What follows belongs to an exercise in optimizing a design on an open flow for small area and a short achievable clock period; a production flow would make more cautious choices.
Function was checked by simulation only, so behaviour that the tests miss may differ from the original.

<file path="run.sh">
#!/bin/bash
# synth_recipe.tcl (not shown) runs the flow's synth.tcl, then flattens the netlist and writes it again
# the make line also repeats each setting of config.mk as NAME=value (left out here)
make -C /OpenROAD-flow-scripts/flow DESIGN_CONFIG=/design/flow/config.mk WORK_HOME=/design/flow/orfs CLKGATE_MAP_FILE= SYNTH_SCRIPT=/design/flow/synth_recipe.tcl finish
</file>
<file path="config.mk">
export PLATFORM = sky130hd
export DESIGN_NAME = div32p2
export DESIGN_NICKNAME = div32p2
export VERILOG_FILES = /design/flow/design.v
export SDC_FILE = /design/flow/constraint.sdc
export NUM_CORES = 4
export LEC_CHECK = 0
export CAP_MARGIN = 20
export CORE_MARGIN = 2
export CORE_UTILIZATION = 45
export PLACE_DENSITY = 0.6
export SLEW_MARGIN = 20
</file>
<file path="constraint.sdc">
create_clock -name core_clock -period 95.0 [get_ports {clk}]
set_input_delay 19.0000 -clock core_clock [delete_from_list [all_inputs] [get_ports {clk}]]
set_output_delay 19.0000 -clock core_clock [all_outputs]
set_load 0.01 [all_outputs]
</file>
<file path="design.v">
`default_nettype none
`timescale 10ps / 1ps
module div1(
    input wire [63:0]  x,
    input wire [31:0]  d,
    output wire        q,
    output wire [63:0] r);
    wire [64:0] xh = {x,1'b0} - {d, 32'b0};
    assign q = ~xh[64];
    assign r = xh[64] ? {x[62:0], 1'b0} : xh[63:0]; 
endmodule
module div2(
    input wire [63:0]  x,
    input wire [31:0]  d,
    output wire [1:0]  q,
    output wire [63:0] r);
    wire [63:0] xh;
    div1 div1_1(x, d, q[1], xh);
    div1 div1_2(xh, d, q[0], r);
endmodule
module div4(
    input wire [63:0]  x,
    input wire [31:0]  d,
    output wire [3:0]  q,
    output wire [63:0] r);
    wire [63:0] xh;
    div2 div2_1(x, d, q[3:2], xh);
    div2 div2_2(xh, d, q[1:0], r);
endmodule
module div8(
    input wire [63:0]  x,
    input wire [31:0]  d,
    output wire [7:0] q,
    output wire [63:0] r);
    wire [63:0] xh;
    div4 div4_1(x, d, q[7:4], xh);
    div4 div4_2(xh, d, q[3:0], r);
endmodule
module div16(
    input wire [63:0]  x,
    input wire [31:0]  d,
    output wire [15:0] q,
    output wire [63:0] r);
    wire [63:0] xh;
    div8 div8_1(x, d, q[15:8], xh);
    div8 div8_2(xh, d, q[7:0], r);
endmodule
module div32p2(
    input wire [63:0] x,
    input wire [31:0] d,
    output reg [31:0] q,
    output reg [31:0] r,
    input wire clk,
    input wire rstn );
    wire [63:0] xh, xl;
    wire[15:0] q1, q2;
    reg [63:0] xhreg;
    reg [31:0] dreg;
    reg [15:0] qreg;
    div16 div16_1(x, d, q1, xh);
    div16 div16_2(xhreg, dreg, q2, xl);
    always @(posedge clk) begin
        if (~rstn) begin
        q <= 0;
        r <= 0;
        xhreg <= 0;
        dreg <= 0;
        qreg <= 0;
        end else begin
        dreg <= d;
        xhreg <= xh;
        qreg <= q1;
        r <= xl[63:32];
        q <= {qreg, q2};
        end
    end
endmodule
`default_nettype wire
</file>
==> results.rst <==
.. list-table::
   :header-rows: 1

   * - Metric
     - Value
   * - Period utilization
     - 93.19%
   * - CTS Hold Bufs
     - 0
   * - Worst R2R Path Depth
     - 367
   * - Final worst clock skew
     - 36.61 ps
   * - Max clock buf depth
     - 2
   * - Final Max Slew Viols
     - 0
   * - Avg Inst Size Synth
     - 7.090 um2
   * - Initial standard-cell utilization of the core
     - 45.45%
   * - Area growth from synthesis to layout
     - 8.862%
   * - Residual antenna-violating net count after detailed routing
     - 0
   * - CP max-delay cell
     - sky130_fd_sc_hd__clkdlybuf4s50_1
   * - Number of synthesized register bits
     - 160
   * - Area of the mapped netlist
     - 0.06173 mm2
   * - Net count after synthesis
     - 9861
   * - Final-stage net count
     - 10040
   * - Maximum single-stage delay on the critical path
     - 540 ps
   * - Count of input and output buffers
     - 161
   * - Type of the most critical hold path
     - reg -> reg
   * - Overall fraction of global-route tracks in use
     - 29.04%
   * - Buffer cell driving the clock tree root
     - sky130_fd_sc_hd__clkbuf_16
   * - Critical Path Sink Type
     - flop
   * - Worst min-delay path endpoint
     - q[26]$_SDFF_PN0_
   * - Sinks on Clock Net
     - 160
   * - Post-DR vias/cell
     - 5.904
   * - Final core utilization
     - 49.48%
   * - Area inside the core boundary
     - 0.1358 mm2
   * - Startpoint of the lowest-slack register-to-register path
     - dreg[6]$_SDFF_PN0_
   * - WP data arrival
     - 88970 ps
   * - Half-perimeter wire length after placement
     - 168.6 mm
   * - Max Cap Viol
     - 0
   * - Max-Slew Margin vs Limit
     - 20.53%
   * - Cell family with most CP delay
     - compound AO/OA/AOI/OAI gates
   * - Number of cells on the worst hold path
     - 1
   * - Worst slack on hold paths
     - 436.6 ps
   * - Sequential cell area fraction in the yosys report
     - 5.189%
   * - Cells after synthesis
     - 8707
   * - Count of final hold-check violations
     - 0
   * - Count of final setup violators
     - 0
   * - Initial antenna violation count
     - 7
   * - Layout Cells excl Fill
     - 10680
   * - CTS tree
     - done
   * - Crit path buf inv count
     - 18
   * - Cell row count
     - 135
   * - First-pass DRT Iterations
     - 6
   * - FFs w/ async S/R, synth
     - 0%
   * - Remaining design rule violation count
     - 0
   * - Prevailing post-synth register cell
     - sky130_fd_sc_hd__dfxtp_1
   * - Highest clock rate
     - 11.30 MHz
   * - Final routed wirelength across all metal layers
     - 211.6 mm
   * - Largest net degree at the start of global routing
     - 76
   * - Reg-to-reg critical path endpoint
     - r[10]$_SDFF_PN0_
   * - Placer Congestion
     - 0.9660
   * - Worst setup path category
     - in -> reg
   * - Number of enable-type register cells in the synthesized netlist
     - 0
   * - Worst setup slack for register-to-register paths
     - 8850 ps
   * - Startpoint kind of the worst setup timing path
     - primary input
   * - Width of the chip
     - 374.4 um
   * - DR iter-0 viols
     - 4321
   * - Count of synthesis-stage warnings from yosys
     - 1
   * - Vias after detailed routing
     - 63050
   * - Count of H-tree levels built during CTS
     - 4
   * - Clock Latency Late Sink
     - 540 ps
   * - Worst-path fanout max
     - 26
   * - Via count of the first global-routing pass
     - 59300
   * - First-pass GRT wire length
     - 326.4 mm
   * - Result of the run
     - no timing/DRC/antenna violations
   * - Required time worst endpoint
     - 95440 ps
   * - Overflow after GRT
     - 0
   * - Cell seen most often among critical-path stages
     - sky130_fd_sc_hd__o21ai_1
   * - Area of the die
     - 0.1402 mm2
   * - Source of the worst hold timing path
     - qreg[10]$_SDFF_PN0_
   * - Placed Cells
     - 10630
   * - Die Y
     - 374.4 um
   * - Setup repair after global routing missed its margin
     - yes
   * - Number of CTS-inserted buffers
     - 17
   * - Clock-pin transition on the worst setup and hold timing paths
     - 80 ps
   * - Avg WL per Cell
     - 19.81 um
   * - Cell variety after synth
     - 122
   * - Layout cell share with drive strength beyond 1
     - 9.856%
   * - Number of top-level pins
     - 162
   * - Final-layout setup total negative slack
     - 0 ps
   * - Minimum clock period after layout
     - 88530 ps
   * - Worst slew pin tran
     - 1191 ps
==> how the worst max path moves through the flow <==
stage	from	cells past startpoint	slack, ps	endpoint
detailed placement	d[0]	360	-1300	xhreg[39]$_SDFF_PN0_
finish	x[31]	363	6470	xhreg[42]$_SDFF_PN0_
global route	x[31]	368	-60	xhreg[44]$_SDFF_PN0_
floorplan	d[13]	387	3570	xhreg[33]$_SDFF_PN0_
CTS	x[31]	367	20	xhreg[44]$_SDFF_PN0_
global placement	d[0]	362	400	xhreg[47]$_SDFF_PN0_
==> Yosys cell counts (56+ instances only) <==
cell type	number	share of area, %
sky130_fd_sc_hd__ha_1	1024	21
sky130_fd_sc_hd__and3_1	68	0.69
sky130_fd_sc_hd__nor2b_1	140	1.4
sky130_fd_sc_hd__nand3_1	211	1.7
sky130_fd_sc_hd__mux2i_1	122	2.0
sky130_fd_sc_hd__xor2_1	229	3.2
sky130_fd_sc_hd__a21boi_0	229	2.8
sky130_fd_sc_hd__nor2_1	927	5.6
sky130_fd_sc_hd__o21a_1	124	1.5
sky130_fd_sc_hd__a31oi_1	56	0.57
sky130_fd_sc_hd__a21oi_1	678	5.5
sky130_fd_sc_hd__nand2_1	811	4.9
sky130_fd_sc_hd__o31ai_1	90	1.1
sky130_fd_sc_hd__and2_1	93	0.94
sky130_fd_sc_hd__clkbuf_1	108	0.66
sky130_fd_sc_hd__mux2_2	438	8.0
sky130_fd_sc_hd__nor3_1	146	1.2
sky130_fd_sc_hd__dfxtp_1	160	5.2
sky130_fd_sc_hd__inv_1	624	3.8
sky130_fd_sc_hd__nand2b_1	154	1.6
sky130_fd_sc_hd__or3_1	82	0.83
sky130_fd_sc_hd__a211oi_1	71	0.86
sky130_fd_sc_hd__xnor2_1	395	5.6
sky130_fd_sc_hd__a21o_1	239	2.9
sky130_fd_sc_hd__o21ai_0	731	5.9
==> kinds of logic (layout without fill, tap and decap cells) <==
family / count (synthesis) / count (layout) / share of synthesized area (%)
flops: 160 / 160 / 5.189
xor+xnor: 629 / 629 / 9.014
compound gates: 2629 / 2629 / 26.98
fa+ha+maj: 1056 / 1056 / 21.79
simple gates: 2842 / 2842 / 21.42
mux: 585 / 585 / 10.46
other cells: 0 / 1 / 0
buf+inv: 806 / 997 / 5.140
==> layer usage <==
metal	vias to the layer above	routed length [um]	track usage, %	part of all wire [%]
li1	31720	-	-	-
met5	-	26	0	0.012
met1	29380	96370	37.77	46
met2	1603	95130	48.62	45
met3	357	9874	2.680	4.7
met4	4	10170	12.71	4.8
==> worst reg2reg max path: cells and delay by family, from the launching register on <==
family / cells / cell delay, ps
AOI/OAI and AO/OA: 265 / 58200
and+or+nand+nor: 56 / 10300
buffers and inverters: 19 / 7290
adders and majority gates: 16 / 6460
muxes: 6 / 2530
xor gates and xnor gates: 5 / 930
DFF: 1 / 320
==> state kept, by name (all words and copies together) (netlist names) <==
signal	cells
qreg	16
dreg	32
xhreg	48
q	32
r	32
==> layout make-up <==
type / count / area, um2
fill: 13580 / 68610
multi-input combinational: 7741 / 55730
sequential: 160 / 3204
timing repair buffer: 340 / 3087
inverter: 625 / 2347
tap: 1781 / 2228
clock buffer: 18 / 439.2
clock inverter: 14 / 161.4
antenna: 1 / 2.502
==> stage by stage <==
stage / cell area, um2 / setup slack [ps]
floorplan: 61730 / 3568
global placement: 66090 / 399.8
detailed placement: 66130 / -1304
CTS: 66790 / 20.29
global route: 67200 / -62.48
finish: 67200 / 6470
==> layout by cell type (no fill, tap or decap), types with 68 or more instances in the layout <==
| cell type | instances |
|---|---|
| sky130_fd_sc_hd__nand3_1 | 211 |
| sky130_fd_sc_hd__mux2_2 | 438 |
| sky130_fd_sc_hd__o21ai_0 | 675 |
| sky130_fd_sc_hd__xnor2_1 | 388 |
| sky130_fd_sc_hd__clkdlybuf4s50_1 | 158 |
| sky130_fd_sc_hd__nor3_1 | 145 |
| sky130_fd_sc_hd__nand2b_1 | 154 |
| sky130_fd_sc_hd__xor2_1 | 227 |
| sky130_fd_sc_hd__and3_1 | 68 |
| sky130_fd_sc_hd__and2_1 | 92 |
| sky130_fd_sc_hd__mux2i_1 | 117 |
| sky130_fd_sc_hd__ha_1 | 1024 |
| sky130_fd_sc_hd__buf_4 | 165 |
| sky130_fd_sc_hd__dfxtp_1 | 159 |
| sky130_fd_sc_hd__nand2_1 | 806 |
| sky130_fd_sc_hd__a21oi_1 | 669 |
| sky130_fd_sc_hd__or3_1 | 82 |
| sky130_fd_sc_hd__o21ai_1 | 84 |
| sky130_fd_sc_hd__a21boi_0 | 198 |
| sky130_fd_sc_hd__nor2b_1 | 140 |
| sky130_fd_sc_hd__inv_1 | 606 |
| sky130_fd_sc_hd__a21o_1 | 239 |
| sky130_fd_sc_hd__o21a_1 | 124 |
| sky130_fd_sc_hd__o31ai_1 | 84 |
| sky130_fd_sc_hd__nor2_1 | 923 |
==> timing repair <==
item,CTS,global route
cloned,0,1
gates resized for setup,16,145
setup endpoints to repair,33,34
setup buffers,0,11
pin swaps,0,15

[static timing again, ports no longer ideal]
The results above use ideal ports. As a check the final layout listed here was re-extracted and re-timed, cells and wires unchanged.
Step 1 (the two cells are an assumption about what drives the block):
set clk [get_ports {clk}]
set_driving_cell -lib_cell sky130_fd_sc_hd__clkbuf_16 $clk
set_driving_cell -lib_cell sky130_fd_sc_hd__buf_2 [delete_from_list [all_inputs] $clk]
Step 2 times the ports against the registers' clock, not the clock port: input delays grow and output delays shrink by t, the midpoint of the rising clock arrivals with the driver on.
a / b / c = ideal / step 1 / step 2; a / b = the first two.
t (ns): 0.600
slack for setup (ns): 6.470 / 6.434 / 5.834
hold WS [ns]: 0.437 / 0.437 / 0.437
cell pins on the clock port's net: 1
After both steps setup and hold are still met in this run. For this run, drivers alone change the setup slack by -0.036 ns; drivers and shift together by -0.636 ns.
